From an optimization exercise on the open Yosys and OpenROAD flow, aimed at a short achievable clock period and few clock cycles per item; shortcuts taken in it are not production practice. At most, simulation tests tie the RTL to the original design; equivalence was not proved. Function not checked in run 2: the RTL went through the layout flow alone. In every run shown here, the design's own scripts or RTL, not TritonCTS, make the clock network. The flow treats the clock pin as an ideal source. Dropping or thinning the clock tree relies on that and would not hold on a real chip. Power figures rest on the tool's default switching activity, not on a simulated workload.

**flow/design.v**
```verilog
module repacketizer
  #( parameter MAXPACKET = 16,
     parameter DEST_PORT_NUMBER = 8'hdd,
     parameter SRC_PORT_NUMBER = 8'hee,
     parameter NAGLE_COUNTER = 16'h40 )
  ( CLK, RESET,
    dataFifoData, dataFifoDataEnable,
    sizeFifoData, sizeFifoDataEnable, sizeFifoDataEmpty,
    packetout, packetoutValid );
   input             CLK;
   input             RESET;
   input [7:0]       dataFifoData;
   output reg        dataFifoDataEnable;
   input [7:0]       sizeFifoData;
   output reg        sizeFifoDataEnable;
   input             sizeFifoDataEmpty;
   output [7:0]      packetout;
   output            packetoutValid;
   reg        rst;          
   reg [7:0]  ns;           
   reg        nsv;          
   reg [5:0]  ecnt;         
   reg [7:0]  din;          
   reg [7:0]  dg;           
   reg        dvalid;       
   reg [3:0]  dcnt;         
   reg        st_next, st_plan, st_hdr, st_data, st_wait;
   reg [7:0]  rem;          
   reg        remnz;        
   reg [7:0]  totlen;
   reg [4:0]  pieceno;
   reg [7:0]  seqno;        
   reg [7:0]  ps;           
   reg [4:0]  used;         
   reg [3:0]  space;        
   reg [3:0]  tl;           
   reg [15:0] wpos;         
   reg [15:0] hpos;         
   reg [7:0]  B [0:15];
   reg [7:0]  csd, csh;     
   reg [7:0]  hop;          
   reg [7:0]  csum;         
   reg        le_r;         
   reg [3:0]  rlo_r;        
   reg [7:0]  rms_r;        
   reg [4:0]  up_r;         
   reg [3:0]  sm_r;         
   reg [7:0]  O [0:19];
   reg [19:0] V;
   reg        load;         
   reg        ld1;          
   assign packetout = O[0];
   assign packetoutValid = V[0];
   wire [7:0] rcur = remnz ? rem : ns;
   wire [3:0] tl_new = le_r ? rlo_r : space;
   wire       ns_take = st_next && !remnz && nsv;
   wire       full = used[4] || used[3:2] == 2'b11;
   wire       piece_end = st_data && dvalid && !dataFifoDataEnable;
   wire       flush = st_next && !remnz && !nsv && used != 5'd0 &&
                      ecnt[5] && !V[0];
   wire       go_wait = (piece_end && full) || flush;
   integer i;
   always @(posedge CLK)
     rst <= RESET;
   always @(posedge CLK) begin
      if (rst) begin
         sizeFifoDataEnable <= 1'b0;
         nsv <= 1'b0;
         ecnt <= 6'd0;
      end else begin
         sizeFifoDataEnable <= !sizeFifoDataEmpty && !sizeFifoDataEnable &&
                               (!nsv || ns_take);
         if (sizeFifoDataEnable)
           nsv <= 1'b1;
         else if (ns_take)
           nsv <= 1'b0;
         if (!sizeFifoDataEmpty)
           ecnt <= 6'd0;
         else if (!ecnt[5])
           ecnt <= ecnt + 6'd1;
      end
      if (sizeFifoDataEnable)
        ns <= sizeFifoData;
   end
   always @(posedge CLK) begin
      din <= dataFifoData;
      dg <= dataFifoDataEnable ? dataFifoData : 8'd0;
      if (rst) begin
         dataFifoDataEnable <= 1'b0;
         dvalid <= 1'b0;
         dcnt <= 4'd0;
      end else begin
         dvalid <= dataFifoDataEnable;
         if (st_plan) begin
            dataFifoDataEnable <= 1'b1;
            dcnt <= tl_new;
         end else if (dataFifoDataEnable) begin
            dataFifoDataEnable <= (dcnt != 4'd1);
            dcnt <= dcnt - 4'd1;
         end
      end
   end
   always @(posedge CLK) begin
      le_r <= rcur[7:4] == 4'd0 && rcur[3:0] <= space;
      rlo_r <= rcur[3:0];
      rms_r <= rcur - {4'd0, space};
      up_r <= used + 5'd4 + {1'b0, rcur[3:0]};
      sm_r <= space - 4'd4 - rcur[3:0];
      csum <= csd + csh;
      for (i = 0; i < 16; i = i + 1) begin
         if (hpos[i]) B[i] <= totlen;
         if (i >= 1 && hpos[(i+15)%16]) B[i] <= {4'd0, tl};
         if (i >= 2 && hpos[(i+14)%16]) B[i] <= {3'd0, pieceno};
         if (i >= 3 && hpos[(i+13)%16]) B[i] <= seqno;
         if (dvalid && wpos[i]) B[i] <= din;
      end
      if (rst) begin
         st_next <= 1'b1;
         st_plan <= 1'b0;
         st_hdr <= 1'b0;
         st_data <= 1'b0;
         st_wait <= 1'b0;
         load <= 1'b0;
         remnz <= 1'b0;
         used <= 5'd0;
         space <= 4'd12;
         seqno <= 8'd0;
         wpos <= 16'd1;
         hpos <= 16'd0;
         hop <= 8'd0;
         csd <= 8'd0;
         csh <= 8'd0;
      end else begin
         load <= !V[1] && !load && ((st_wait && V[0]) || go_wait);
         csd <= csd + dg;
         csh <= csh + hop;
         hop <= 8'd0;
         hpos <= 16'd0;
         if (st_next) begin
            if (remnz || nsv) begin
               st_next <= 1'b0;
               st_plan <= 1'b1;
            end else if (flush) begin
               st_next <= 1'b0;
               st_wait <= 1'b1;
            end
            if (ns_take) begin
               rem <= ns;
               remnz <= 1'b1;
               totlen <= ns;
               pieceno <= 5'd0;
               ps <= seqno;
            end
         end
         if (st_plan) begin
            tl <= tl_new;
            remnz <= !le_r;
            if (le_r) begin
               rem <= 8'd0;
               used <= up_r;
               space <= sm_r;
            end else begin
               rem <= rms_r;
               used <= 5'd16;
            end
            hop <= totlen;
            hpos <= wpos;
            st_plan <= 1'b0;
            st_hdr <= 1'b1;
         end
         if (st_hdr) begin
            wpos <= wpos << 4;
            hop <= ps + {4'd0, tl};
            pieceno <= pieceno + 5'd1;
            ps <= ps + 8'd1;
            st_hdr <= 1'b0;
            st_data <= 1'b1;
         end
         if (dvalid) begin
            wpos <= wpos << 1;
            if (!dataFifoDataEnable) begin
               st_data <= 1'b0;
               if (full)
                 st_wait <= 1'b1;
               else
                 st_next <= 1'b1;
            end
         end
         if (load) begin
            wpos <= 16'd1;
            used <= 5'd0;
            space <= 4'd12;
            seqno <= seqno + 8'd1;
            ps <= ps + 8'd1;
            csd <= 8'd0;
            csh <= 8'd0;
            st_wait <= 1'b0;
            st_next <= 1'b1;
         end
      end
   end
   always @(posedge CLK) begin
      if (rst) begin
         V <= 20'd0;
         ld1 <= 1'b0;
         O[0] <= 8'd0;
      end else begin
         ld1 <= load;
         if (load) begin
            O[0] <= DEST_PORT_NUMBER;
            O[1] <= SRC_PORT_NUMBER;
            O[2] <= {3'd0, used};
            for (i = 0; i < 16; i = i + 1) O[4+i] <= B[i];
            for (i = 0; i < 20; i = i + 1) V[i] <= (i < used + 4);
         end else begin
            O[0] <= V[1] ? O[1] : 8'd0;
            for (i = 1; i < 19; i = i + 1) O[i] <= O[i+1];
            if (ld1) O[2] <= csum;
            V <= {1'b0, V[19:1]};
         end
      end
   end
endmodule
```
**flow/flow/run.sh**
```bash
#!/bin/bash
# The standard ORFS layout, with a hand-built two-level clock tree
# (flow/clock_tree.tcl, run as ORFS's PRE_CTS_TCL hook) in place of TritonCTS.
set -euo pipefail
here=$(pwd)
export PRE_CTS_TCL=$here/flow/clock_tree.tcl
export CLOCK_MIDS=4
export CLUSTER_TARGET=20
bash standard.sh > "$here/standard.log" 2>&1
```
**flow/flow/clock_tree.tcl**
```tcl
# Two-level clock tree built by hand, sourced as the PRE hook of ORFS's CTS step.
# The clock port drives one root buffer at the centre of the flip-flops; the
# root drives leaf buffers placed at the centres of location-based clusters
# of flip-flops (k-means), about CLUSTER_TARGET flip-flops each.  All paths
# from the port to a flip-flop go through the same two buffers, so the tree
# is balanced; ORFS's clock_tree_synthesis is then skipped.

set ctarget 26
if {[info exists ::env(CLUSTER_TARGET)]} { set ctarget $::env(CLUSTER_TARGET) }
set bufname sky130_fd_sc_hd__clkbuf_16

set block [ord::get_db_block]
set db [ord::get_db]
set master [$db findMaster $bufname]
set clk [$block findNet CLK]

set sinks {}
set xs {}
set ys {}
foreach it [$clk getITerms] {
  set inst [$it getInst]
  set bb [$inst getBBox]
  lappend sinks $it
  lappend xs [expr {([$bb xMin] + [$bb xMax]) / 2.0}]
  lappend ys [expr {([$bb yMin] + [$bb yMax]) / 2.0}]
}
set n [llength $sinks]
set k [expr {max(1, int(ceil(double($n) / $ctarget)))}]
puts "clock_tree: $n sinks, $k leaf buffers"

# k-means, seeded along a serpentine over the bounding box
set cx {}
set cy {}
set xmin [tcl::mathfunc::min {*}$xs]; set xmax [tcl::mathfunc::max {*}$xs]
set ymin [tcl::mathfunc::min {*}$ys]; set ymax [tcl::mathfunc::max {*}$ys]
set g [expr {int(ceil(sqrt($k)))}]
for {set i 0} {$i < $k} {incr i} {
  set r [expr {$i / $g}]
  set c [expr {$i % $g}]
  lappend cx [expr {$xmin + ($c + 0.5) * ($xmax - $xmin) / $g}]
  lappend cy [expr {$ymin + ($r + 0.5) * ($ymax - $ymin) / $g}]
}
set assign [lrepeat $n 0]
for {set iter 0} {$iter < 40} {incr iter} {
  # capacity-limited assignment: nearest centre with room
  set cap [expr {int(ceil(double($n) / $k)) + 2}]
  set cnt [lrepeat $k 0]
  # order sinks by distance to their nearest centre (closest first)
  set order {}
  for {set s 0} {$s < $n} {incr s} {
    set best 1e30
    for {set j 0} {$j < $k} {incr j} {
      set d [expr {abs([lindex $xs $s] - [lindex $cx $j]) + abs([lindex $ys $s] - [lindex $cy $j])}]
      if {$d < $best} { set best $d }
    }
    lappend order [list $s $best]
  }
  set order [lsort -real -index 1 $order]
  foreach e $order {
    set s [lindex $e 0]
    set best 1e30; set bj 0
    for {set j 0} {$j < $k} {incr j} {
      if {[lindex $cnt $j] >= $cap} continue
      set d [expr {abs([lindex $xs $s] - [lindex $cx $j]) + abs([lindex $ys $s] - [lindex $cy $j])}]
      if {$d < $best} { set best $d; set bj $j }
    }
    lset assign $s $bj
    lset cnt $bj [expr {[lindex $cnt $bj] + 1}]
  }
  set sx [lrepeat $k 0.0]; set sy [lrepeat $k 0.0]
  for {set s 0} {$s < $n} {incr s} {
    set j [lindex $assign $s]
    lset sx $j [expr {[lindex $sx $j] + [lindex $xs $s]}]
    lset sy $j [expr {[lindex $sy $j] + [lindex $ys $s]}]
  }
  for {set j 0} {$j < $k} {incr j} {
    set c [lindex $cnt $j]
    if {$c > 0} {
      lset cx $j [expr {[lindex $sx $j] / $c}]
      lset cy $j [expr {[lindex $sy $j] / $c}]
    }
  }
}
puts "clock_tree: leaf loads $cnt"

# NMID mid buffers, fed by the clock port, each at the centre of a group of
# leaf buffers (k-means on the leaf positions)
set nmid 1
if {[info exists ::env(CLOCK_MIDS)]} { set nmid $::env(CLOCK_MIDS) }
set mx {}; set my {}
for {set m 0} {$m < $nmid} {incr m} {
  lappend mx [expr {$xmin + ($m % 2 + 0.5) * ($xmax - $xmin) / min(2, $nmid)}]
  lappend my [expr {$ymin + ($m / 2 + 0.5) * ($ymax - $ymin) / max(1, ($nmid + 1) / 2)}]
}
set lassign [lrepeat $k 0]
for {set iter 0} {$iter < 30} {incr iter} {
  set mcap [expr {int(ceil(double($k) / $nmid))}]
  set mcnt [lrepeat $nmid 0]
  for {set j 0} {$j < $k} {incr j} {
    set best 1e30; set bm 0
    for {set m 0} {$m < $nmid} {incr m} {
      if {[lindex $mcnt $m] >= $mcap} continue
      set d [expr {abs([lindex $cx $j] - [lindex $mx $m]) + abs([lindex $cy $j] - [lindex $my $m])}]
      if {$d < $best} { set best $d; set bm $m }
    }
    lset lassign $j $bm
    lset mcnt $bm [expr {[lindex $mcnt $bm] + 1}]
  }
  set sx [lrepeat $nmid 0.0]; set sy [lrepeat $nmid 0.0]
  for {set j 0} {$j < $k} {incr j} {
    set m [lindex $lassign $j]
    lset sx $m [expr {[lindex $sx $m] + [lindex $cx $j]}]
    lset sy $m [expr {[lindex $sy $m] + [lindex $cy $j]}]
  }
  for {set m 0} {$m < $nmid} {incr m} {
    set c [lindex $mcnt $m]
    if {$c > 0} {
      lset mx $m [expr {[lindex $sx $m] / $c}]
      lset my $m [expr {[lindex $sy $m] / $c}]
    }
  }
}
puts "clock_tree: mid loads $mcnt"
set midnets {}
for {set m 0} {$m < $nmid} {incr m} {
  set b [odb::dbInst_create $block $master clkbuf_mid_$m]
  $b setLocation [expr {int([lindex $mx $m])}] [expr {int([lindex $my $m])}]
  $b setPlacementStatus PLACED
  set net [odb::dbNet_create $block clknet_mid_$m]
  $net setSigType CLOCK
  [$b findITerm A] connect $clk
  [$b findITerm X] connect $net
  lappend midnets $net
}

set leafnets {}
for {set j 0} {$j < $k} {incr j} {
  set b [odb::dbInst_create $block $master clkbuf_leaf_$j]
  $b setLocation [expr {int([lindex $cx $j])}] [expr {int([lindex $cy $j])}]
  $b setPlacementStatus PLACED
  set net [odb::dbNet_create $block clknet_leaf_$j]
  $net setSigType CLOCK
  [$b findITerm A] connect [lindex $midnets [lindex $lassign $j]]
  [$b findITerm X] connect $net
  lappend leafnets $net
}
for {set s 0} {$s < $n} {incr s} {
  set it [lindex $sinks $s]
  $it disconnect
  $it connect [lindex $leafnets [lindex $assign $s]]
}
$clk setSigType CLOCK

# skip ORFS's own clock tree synthesis
rename clock_tree_synthesis orfs_clock_tree_synthesis
proc clock_tree_synthesis {args} {
  puts "clock_tree: clock_tree_synthesis skipped (tree built by hand)"
  set_propagated_clock [all_clocks]
}
```
**flow/standard.sh**
```bash
#!/bin/bash
# synth_recipe.tcl (not shown) runs the flow's synth.tcl, then flattens the netlist and writes it again
# the make line also repeats each setting of config.mk as NAME=value (left out here)
make -C /OpenROAD-flow-scripts/flow DESIGN_CONFIG=/design/flow/config.mk WORK_HOME=/design/flow/orfs CLKGATE_MAP_FILE= SYNTH_SCRIPT=/design/flow/synth_recipe.tcl "${@:-finish}"
```
**flow/config.mk**
```make
export PLATFORM = sky130hd
export DESIGN_NAME = repacketizer
export DESIGN_NICKNAME = repacketizer
export VERILOG_FILES = /design/flow/design.v
export SDC_FILE = /design/flow/constraint.sdc
export NUM_CORES = 4
export LEC_CHECK = 0
export CAP_MARGIN = 20
export CORE_MARGIN = 10
export CORE_UTILIZATION = 55
export SETUP_SLACK_MARGIN = 3.3
export SLEW_MARGIN = 20
```
**flow/constraint.sdc**
```tcl
create_clock -name core_clock -period 5.0 [get_ports {CLK}]
set_input_delay 1.0000 -clock core_clock [delete_from_list [all_inputs] [get_ports {CLK}]]
set_output_delay 1.0000 -clock core_clock [all_outputs]
set_load 0.01 [all_outputs]
```
==> results of run 1 <==
## stage by stage
step                instance area (µm²)  instances  power (mW)  worst slack, ns
floorplan                         23100       2067        5.04             3.05
global placement                  23500       2482        5.20             2.49
detailed placement                23500       2482        5.22             2.47
CTS                               25000       2572        7.49             3.08
global route                      25500       2601        7.73             3.04
finish                            25500       2601        7.46             3.09
## cell type report
class                   count  area, µm²
plain buffers              29        726
multi-input cells        1363       9510
fillers                  3272      15500
well taps                 532        666
inverters                  46        204
repair buffers            139       1340
flip-flops and latches    490      13100
repair inverters            2       13.8
## logic make-up (layout without fill, tap and decap cells)
kind of cell / count (synthesis) / count (layout) / share of synthesized area (%)
adders and majority gates: 60 / 60 / 3.50
buffers and inverters: 214 / 216 / 4.05
xor gates and xnor gates: 50 / 50 / 1.91
and+or+nand+nor: 606 / 606 / 11.9
muxes: 276 / 276 / 12.8
AOI/OAI and AO/OA: 371 / 371 / 9.18
DFF: 490 / 490 / 56.7
## routing by layer
metal	routed length [µm]	GRT usage, %	up-vias
met4	1490	5.75	0
met5	0	0	-
met3	3040	2.23	91
met1	24900	29.9	7247
met2	26200	35.2	434
li1	-	-	7273
## flip-flops by register name (all words and copies together), names as in the netlist, 16 cells and up
name / flops
hpos: 16
B: 128
V: 20
O: 160
wpos: 16
## timing repair
item / CTS / global route
resized for setup: 146 / 67
pin swaps: 17 / 34
hold buffers: 0 / 0
endpoints found under the setup margin: 609 / 209
buffers inserted: 58 / 29
cloned: 3 / 0
## critical path: stages, from the launching register on
cell	delay [ns]
dfxtp_4	0.45
mux2i_4	0.29
inv_2	0.10
ha_4	0.24
a21o_1	0.17
a221o_1	0.38
nor2_2	0.11
xnor2_1	0.11
## final timing paths
kind              startpoint  endpoint
setup / recovery       remnz  rms_r[7]
hold reg to reg     B[15][1]  O[19][1]
setup reg to reg       remnz  rms_r[7]
hold / removal      B[15][1]  O[19][1]
## layout by cell type (no fill, tap or decap), types with 18 or more instances in the layout
cell type / netlist / final
a22oi_1: 20 / 20
ha_1: 53 / 34
mux2i_1: 143 / 140
clkdlybuf4s50_1: 0 / 18
xor2_1: 22 / 22
and3_1: 25 / 25
o21ai_0: 177 / 165
a21oi_1: 108 / 104
clkbuf_16: 0 / 29
dfxtp_2: 0 / 20
inv_1: 45 / 31
nand2_1: 239 / 233
mux2_2: 132 / 131
nor2_1: 181 / 174
nor2b_1: 21 / 18
buf_4: 0 / 89
edfxtp_1: 321 / 321
nor3_1: 22 / 19
nand3_1: 24 / 21
a22o_1: 19 / 19
dfxtp_1: 169 / 140
xnor2_1: 28 / 28
## power breakdown
part	internal, mW	total, mW	switching [mW]
clock network	1.04	2.24	1.20
registers	4.48	4.60	0.128
logic	0.283	0.612	0.329
total	5.80	7.46	1.66
==> impl_metrics.env, run 1 <==
export IMPL_synth_edf_count=321
export IMPL_min_period_ns=1.91
export IMPL_timing_hold_worst_path_depth=0
export IMPL_placementRows=74
export IMPL_start_util_pct=56.0
export IMPL_synthFlopType="edfxtp_1"
export IMPL_io_buffers=29
export IMPL_critPathKind="reg2reg"
export IMPL_critPathRequiredTime_ns=5.28
export IMPL_p_per_area_nw_per_um2=292
export IMPL_end_kind="flop"
export IMPL_synth_seq_cells=490
export IMPL_arrival_ns=2.19
export IMPL_grt_pass1_wl_um=85200
export IMPL_slew_headroom_pct=26.3
export IMPL_firstDrtPassIters=5
export IMPL_nNetsFinal=2150
export IMPL_status="complete, no violations"
export IMPL_cp_max_fo=6
export IMPL_hold_viol_final=0
export IMPL_hold_class="reg2reg"
export IMPL_num_io_pins=30
export IMPL_reg2reg_depth=7
export IMPL_synthTopCellsByArea="edfxtp_1 42%, dfxtp_1 15%, mux2_2 6.5%"
export IMPL_tightest_slew_ns=1.11
export IMPL_hold_slack_ns=0.420
export IMPL_die_y_um=224
export IMPL_synth_most_common_cell="edfxtp_1"
export IMPL_yosysUniqueCellTypes=57
export IMPL_slew_viol_final=0
export IMPL_synth_seq_area_share_pct=56.7
export IMPL_drcViolationCount=0
export IMPL_ant_nets=0
export IMPL_p_leak_nw=8.92
export IMPL_synthArstFlopShare_pct=0
export IMPL_yosysWarnings=3
export IMPL_grt_pass1_vias=14400
export IMPL_syn_area_um2=23000
export IMPL_antenna_cells=0
export IMPL_drt_total_wl_um=55600
export IMPL_routedWlPerCell_um=21.4
export IMPL_syn_inst=2067
export IMPL_synth_top_area_share_pct=42.0
export IMPL_peakVddDrop_mv=0.294
export IMPL_tns_ns=0
export IMPL_finClkSkew_ns=0.0437
export IMPL_die_area_um2=50300
export IMPL_clock_fmax_mhz=524
export IMPL_grt_ovfl_total=0
export IMPL_fin_util_pct=62.3
export IMPL_area_growth_pct=11.2
export IMPL_hpwl_um=34000
export IMPL_r2r_slack_ns=3.09
export IMPL_placeableCoreArea_um2=41000
export IMPL_vias_per_cell=5.78
export IMPL_fin_crit_sh_pct=38.1
export IMPL_rsz0062_at_grt="true"
export IMPL_startpoint_type="flop"
export IMPL_grt_max_degree=59
export IMPL_place_congestion=0.818
export IMPL_setup_viol=0
export IMPL_syn_area_per_cell_um2=11.1
export IMPL_via_count=15000
export IMPL_grt_antenna_before_repair=0
export IMPL_clk_latency_ns=0.37
export IMPL_clk_pin_slew_ns=0.09
export IMPL_track_usage_pct=21.5
export IMPL_drtIter0Drc=1436
export IMPL_syn_num_nets=2146
export IMPL_drive_above_1_share_pct=20.3
export IMPL_synth_top_area_cell="edfxtp_1"
export IMPL_dieWidth_um=224
export IMPL_yosys_top_cells_count="321 x edfxtp_1, 239 x nand2_1, 181 x nor2_1, 177 x o21ai_0, 169 x dfxtp_1"
export IMPL_maxCapViolations=0
Testbench counts, summed over its fixed seeds: cycles 104,025, bytes 56,698.
==> run 2, diff against run 1 <==
--- a/flow/design.v
+++ b/flow/design.v
@@ -21,10 +21,10 @@
    reg        nsv;          
    reg [5:0]  ecnt;         
    reg [7:0]  din;          
-   reg [7:0]  dg;           
    reg        dvalid;       
    reg [3:0]  dcnt;         
    reg        st_next, st_plan, st_hdr, st_data, st_wait;
+   reg        first;        
    reg [7:0]  rem;          
    reg        remnz;        
    reg [7:0]  totlen;
@@ -35,24 +35,15 @@
    reg [3:0]  space;        
    reg [3:0]  tl;           
    reg [15:0] wpos;         
-   reg [15:0] hpos;         
    reg [7:0]  B [0:15];
    reg [7:0]  csd, csh;     
-   reg [7:0]  hop;          
-   reg [7:0]  csum;         
-   reg        le_r;         
-   reg [3:0]  rlo_r;        
-   reg [7:0]  rms_r;        
-   reg [4:0]  up_r;         
-   reg [3:0]  sm_r;         
    reg [7:0]  O [0:19];
    reg [19:0] V;
    reg        load;         
-   reg        ld1;          
    assign packetout = O[0];
    assign packetoutValid = V[0];
-   wire [7:0] rcur = remnz ? rem : ns;
-   wire [3:0] tl_new = le_r ? rlo_r : space;
+   wire       le = rem[7:4] == 4'd0 && rem[3:0] <= space;
+   wire [3:0] tl_new = le ? rem[3:0] : space;
    wire       ns_take = st_next && !remnz && nsv;
    wire       full = used[4] || used[3:2] == 2'b11;
    wire       piece_end = st_data && dvalid && !dataFifoDataEnable;
@@ -84,7 +75,6 @@
    end
    always @(posedge CLK) begin
       din <= dataFifoData;
-      dg <= dataFifoDataEnable ? dataFifoData : 8'd0;
       if (rst) begin
          dataFifoDataEnable <= 1'b0;
          dvalid <= 1'b0;
@@ -101,41 +91,24 @@
       end
    end
    always @(posedge CLK) begin
-      le_r <= rcur[7:4] == 4'd0 && rcur[3:0] <= space;
-      rlo_r <= rcur[3:0];
-      rms_r <= rcur - {4'd0, space};
-      up_r <= used + 5'd4 + {1'b0, rcur[3:0]};
-      sm_r <= space - 4'd4 - rcur[3:0];
-      csum <= csd + csh;
-      for (i = 0; i < 16; i = i + 1) begin
-         if (hpos[i]) B[i] <= totlen;
-         if (i >= 1 && hpos[(i+15)%16]) B[i] <= {4'd0, tl};
-         if (i >= 2 && hpos[(i+14)%16]) B[i] <= {3'd0, pieceno};
-         if (i >= 3 && hpos[(i+13)%16]) B[i] <= seqno;
-         if (dvalid && wpos[i]) B[i] <= din;
-      end
       if (rst) begin
          st_next <= 1'b1;
          st_plan <= 1'b0;
          st_hdr <= 1'b0;
          st_data <= 1'b0;
          st_wait <= 1'b0;
+         first <= 1'b0;
          load <= 1'b0;
          remnz <= 1'b0;
          used <= 5'd0;
          space <= 4'd12;
          seqno <= 8'd0;
          wpos <= 16'd1;
-         hpos <= 16'd0;
-         hop <= 8'd0;
          csd <= 8'd0;
          csh <= 8'd0;
       end else begin
          load <= !V[1] && !load && ((st_wait && V[0]) || go_wait);
-         csd <= csd + dg;
-         csh <= csh + hop;
-         hop <= 8'd0;
-         hpos <= 16'd0;
+         first <= st_hdr;
          if (st_next) begin
             if (remnz || nsv) begin
                st_next <= 1'b0;
@@ -154,30 +127,40 @@
          end
          if (st_plan) begin
             tl <= tl_new;
-            remnz <= !le_r;
-            if (le_r) begin
+            remnz <= !le;
+            if (le) begin
                rem <= 8'd0;
-               used <= up_r;
-               space <= sm_r;
+               used <= used + 5'd4 + {1'b0, rem[3:0]};
+               space <= space - 4'd4 - rem[3:0];
             end else begin
-               rem <= rms_r;
+               rem <= rem - {4'd0, space};
                used <= 5'd16;
             end
-            hop <= totlen;
-            hpos <= wpos;
+            csh <= csh + totlen;
             st_plan <= 1'b0;
             st_hdr <= 1'b1;
          end
          if (st_hdr) begin
+            for (i = 0; i < 16; i = i + 1) begin
+               if (wpos[i]) B[i] <= totlen;
+               if (i >= 1 && wpos[(i+15)%16]) B[i] <= {4'd0, tl};
+               if (i >= 2 && wpos[(i+14)%16]) B[i] <= {3'd0, pieceno};
+               if (i >= 3 && wpos[(i+13)%16]) B[i] <= seqno;
+            end
             wpos <= wpos << 4;
-            hop <= ps + {4'd0, tl};
+            csh <= csh + ps;
             pieceno <= pieceno + 5'd1;
             ps <= ps + 8'd1;
             st_hdr <= 1'b0;
             st_data <= 1'b1;
          end
-         if (dvalid) begin
+         if (first)
+           csh <= csh + {4'd0, tl};
+         if (st_data && dvalid) begin
+            for (i = 0; i < 16; i = i + 1)
+              if (wpos[i]) B[i] <= din;
             wpos <= wpos << 1;
+            csd <= csd + din;
             if (!dataFifoDataEnable) begin
                st_data <= 1'b0;
                if (full)
@@ -202,22 +185,18 @@
    always @(posedge CLK) begin
       if (rst) begin
          V <= 20'd0;
-         ld1 <= 1'b0;
          O[0] <= 8'd0;
-      end else begin
-         ld1 <= load;
-         if (load) begin
-            O[0] <= DEST_PORT_NUMBER;
-            O[1] <= SRC_PORT_NUMBER;
-            O[2] <= {3'd0, used};
-            for (i = 0; i < 16; i = i + 1) O[4+i] <= B[i];
-            for (i = 0; i < 20; i = i + 1) V[i] <= (i < used + 4);
-         end else begin
-            O[0] <= V[1] ? O[1] : 8'd0;
-            for (i = 1; i < 19; i = i + 1) O[i] <= O[i+1];
-            if (ld1) O[2] <= csum;
-            V <= {1'b0, V[19:1]};
-         end
+      end else if (load) begin
+         O[0] <= DEST_PORT_NUMBER;
+         O[1] <= SRC_PORT_NUMBER;
+         O[2] <= {3'd0, used};
+         O[3] <= csd + csh;
+         for (i = 0; i < 16; i = i + 1) O[4+i] <= B[i];
+         for (i = 0; i < 20; i = i + 1) V[i] <= (i < used + 4);
+      end else begin
+         O[0] <= V[1] ? O[1] : 8'd0;
+         for (i = 1; i < 19; i = i + 1) O[i] <= O[i+1];
+         V <= {1'b0, V[19:1]};
       end
    end
 endmodule
==> run 2 against run 1 <==
Clock skew up 0.014 ns; design area up 8.6%; via count up 19%; largest power group unchanged; sequential share of layout area down 8.2 points; combinational power up 51%; die area up 1.6%; critical path type unchanged; largest cell class unchanged.
==> impl_metrics.env, run 2 <==
export IMPL_power_frac_seq_pct=58.5
export IMPL_worst_r2r_endpoint="csh[6]"
export IMPL_hpwl_um=37600
export IMPL_synth_mux_area_share_pct=14.9
export IMPL_min_period_ns=2.22
export IMPL_place_congestion=0.848
export IMPL_drive_above_1_share_pct=27.3
export IMPL_yosys_top_cells_count="321 x edfxtp_1, 262 x nand2_1, 202 x a21oi_1, 185 x mux2i_1, 185 x nor2_1"
export IMPL_startpoint_type="flop"
export IMPL_synth_most_common_cell="edfxtp_1"
export IMPL_routedWlPerCell_um=24.7
export IMPL_finClkSkew_ns=0.0572
export IMPL_synth_top_family_by_area="multiplexers"
export IMPL_p_per_area_nw_per_um2=258
export IMPL_io_buffers=29
export IMPL_clk_pin_slew_ns=0.09
export IMPL_hold_class="reg2reg"
export IMPL_maxCapViolations=0
export IMPL_final_common_cell="edfxtp_1"
export IMPL_die_y_um=226
export IMPL_drtIter0Drc=1969
export IMPL_p_int_mw=5.41
export IMPL_arrival_ns=2.52
export IMPL_finalInstanceArea_um2=27700
export IMPL_synth_xor_xnor_area_share_pct=1.54
export IMPL_die_area_um2=51200
export IMPL_wl_met2_um=32100
export IMPL_critPathRequiredTime_ns=5.29
export IMPL_grt_pass1_wl_um=100000
export IMPL_hold_viol_final=0
export IMPL_wl_met3_um=6150
export IMPL_syn_num_nets=2318
export IMPL_yosysWarnings=3
export IMPL_slew_viol_final=0
export IMPL_grt_antenna_before_repair=0
export IMPL_vias_per_cell=6.27
export IMPL_num_io_pins=30
export IMPL_yosys_area_share_simple_pct=11.5
export IMPL_drt_met1_wl_um=30300
export IMPL_synthFlopType="edfxtp_1"
export IMPL_clock_fmax_mhz=449
export IMPL_dieWidth_um=226
export IMPL_ant_nets=0
export IMPL_endpoint="csh[6]"
export IMPL_p_total_mw=7.16
export IMPL_antenna_cells=0
export IMPL_rsz0062_at_grt="true"
export IMPL_grt_pass1_vias=16300
export IMPL_synthArstFlopShare_pct=0
export IMPL_r2r_start="totlen[0]"
export IMPL_nNetsFinal=2387
export IMPL_cp_startpoint="totlen[0]"
export IMPL_drcViolationCount=0
export IMPL_grt_ovfl_total=0
export IMPL_critPathKind="reg2reg"
export IMPL_drt_total_wl_um=70500
export IMPL_reg2reg_depth=11
export IMPL_setup_slack_ns=2.78
export IMPL_power_frac_comb_pct=12.9
export IMPL_synthAdderAreaFrac_pct=3.14
export IMPL_syn_inst=2244
export IMPL_p_clk_share_pct=28.6
export IMPL_post_place_ws_ns=1.95
export IMPL_holdBufCountCts=0
export IMPL_synth_seq_cells=429
export IMPL_syn_area_um2=23400
export IMPL_setup_viol=0
export IMPL_top_regs="O (160), B (128), V (20)"
export IMPL_synth_compound_area_share_pct=13.6
export IMPL_tns_ns=0
export IMPL_track_usage_pct=25.0
export IMPL_r2r_slack_ns=2.78
export IMPL_placementRows=75
export IMPL_synth_edf_count=321
export IMPL_synth_seq_area_share_pct=50.5
export IMPL_via_count=17900
export IMPL_status="complete, no violations"
export IMPL_p_leak_nw=9.92
export IMPL_timing_hold_worst_path_depth=2
export IMPL_area_growth_pct=18.6
export IMPL_start_util_pct=55.7
export IMPL_fin_crit_sh_pct=44.5
export IMPL_yosysUniqueCellTypes=78
export IMPL_placeableCoreArea_um2=41900
export IMPL_switching_share_pct=24.5
export IMPL_cp_max_fo=2
export IMPL_syn_area_per_cell_um2=10.4
export IMPL_clk_latency_ns=0.37
export IMPL_synth_top_area_cell="edfxtp_1"
export IMPL_grt_max_degree=87
export IMPL_firstDrtPassIters=8
export IMPL_fin_util_pct=66.1
export IMPL_largest_register_ffs=160
export IMPL_top_layer_used="met4"
export IMPL_regMostFlops="O"
export IMPL_end_kind="flop"
export IMPL_tightest_slew_ns=0.686
export IMPL_dpl_cell_area_um2=23800
export IMPL_synth_top_area_share_pct=41.2
export IMPL_peakVddDrop_mv=0.237
export IMPL_slew_headroom_pct=54.2
export IMPL_switching_power_mw=1.75
export IMPL_final_cell_mix="321 x edfxtp_1, 233 x nand2_1, 192 x a21oi_1"
export IMPL_synthTopCellsByArea="edfxtp_1 41%, dfxtp_1 9.2%, mux2i_1 7.9%"
-- run 2: cell families (layout without fill, tap and decap cells) --
logic type	Yosys count	after routing
AOI/OAI and AO/OA	528	528
xor gates and xnor gates	41	41
adders and majority gates	55	55
buffers and inverters	257	324
DFF	429	429
muxes	329	329
and+or+nand+nor	605	605
-- run 2: critical path: stages (launching register included) --
cell and delay (ns):
edfxtp_1 0.43, mux2i_1 0.09, o21ai_1 0.14, ha_2 0.20, inv_2 0.04, fa_2 0.34, nor2b_2 0.13, o21ai_1 0.08
a21boi_1 0.18, o21ai_1 0.09, or4_1 0.40, nand3_1 0.08
-- run 2: area by class of cell --
| class | count | area (µm²) |
|---|---|---|
| plain buffers | 26 | 651 |
| well taps | 539 | 674 |
| repair inverters | 2 | 16.3 |
| multi-input cells | 1558 | 11400 |
| flip-flops and latches | 429 | 11900 |
| inverters | 45 | 211 |
| fillers | 3224 | 14200 |
| repair buffers | 251 | 2860 |
-- run 2: power groups by stage --
stage / combinational (mW) / sequential, mW / clock (mW)
2_1_floorplan: 0.589 / 4.20 / 0
3_3_place_gp: 0.669 / 4.31 / 0
3_5_place_dp: 0.686 / 4.31 / 0
4_1_cts: 0.802 / 4.19 / 2.07
5_1_grt: 1.01 / 4.21 / 2.19
6_report: 0.925 / 4.19 / 2.05
-- run 2: per-layer routing --
layer  track usage [%]  vias to the layer above
met1              35.6                     8763
met5                 0                        -
met3              4.25                      108
li1                  -                     8228
met2              39.1                      784
met4              5.86                        0
-- run 2: timing repair --
item                                    CTS  global route
setup buffers                            82            85
gates cloned                              6            16
hold endpoints to repair                  0             0
pin swaps                                33            82
gates resized for setup                 230           197
endpoints found under the setup margin  563           224
-- run 2: worst min path at each step --
stage                     start  slack [ns]     to
after floorplan           V[17]        0.39  V[16]
after global placement    V[17]        0.40  V[16]
after detailed placement   V[5]        0.40   V[4]
after CTS                 V[13]        0.41  V[12]
after global routing      V[18]        0.42  V[17]
final                     V[13]        0.41  V[12]
-- run 2: per-stage QoR --
step	instances	hold slack (ns)
6_report	2850	0.406
5_1_grt	2850	0.419
4_1_cts	2749	0.409
3_5_place_dp	2635	0.398
3_3_place_gp	2635	0.399
2_1_floorplan	2244	0.392

## separate check: timing with driven ports
The results above use ideal ports. As a check the final layouts listed here were re-extracted and re-timed, cells and wires unchanged.
Step 1 (the two cells are an assumption about what drives the block):
set clk [get_ports {CLK}]
set_driving_cell -lib_cell sky130_fd_sc_hd__clkbuf_16 $clk
set_driving_cell -lib_cell sky130_fd_sc_hd__buf_2 [delete_from_list [all_inputs] $clk]
Step 2 also shifts input and output timing later by t, the mid clock arrival at the registers, as if the neighbouring blocks saw the same clock.
Three values: ideal, step 1, step 2; two values: the first two.
| run | t (ns) | setup slack, ns | worst setup path at the end | worst slew at a driven data input, ns |
|---|---|---|---|---|
| run 1 | 0.463 | 3.093 / 2.983 / 3.043 | input to register | 0.04 |
| run 2 | 0.472 | 2.775 / 2.775 / 2.775 | register to register | 0.04 |
After both steps setup and hold are still met in every run listed. For run 1, which loses most, drivers alone change the setup slack by -0.110 ns; drivers and shift together by -0.050 ns.
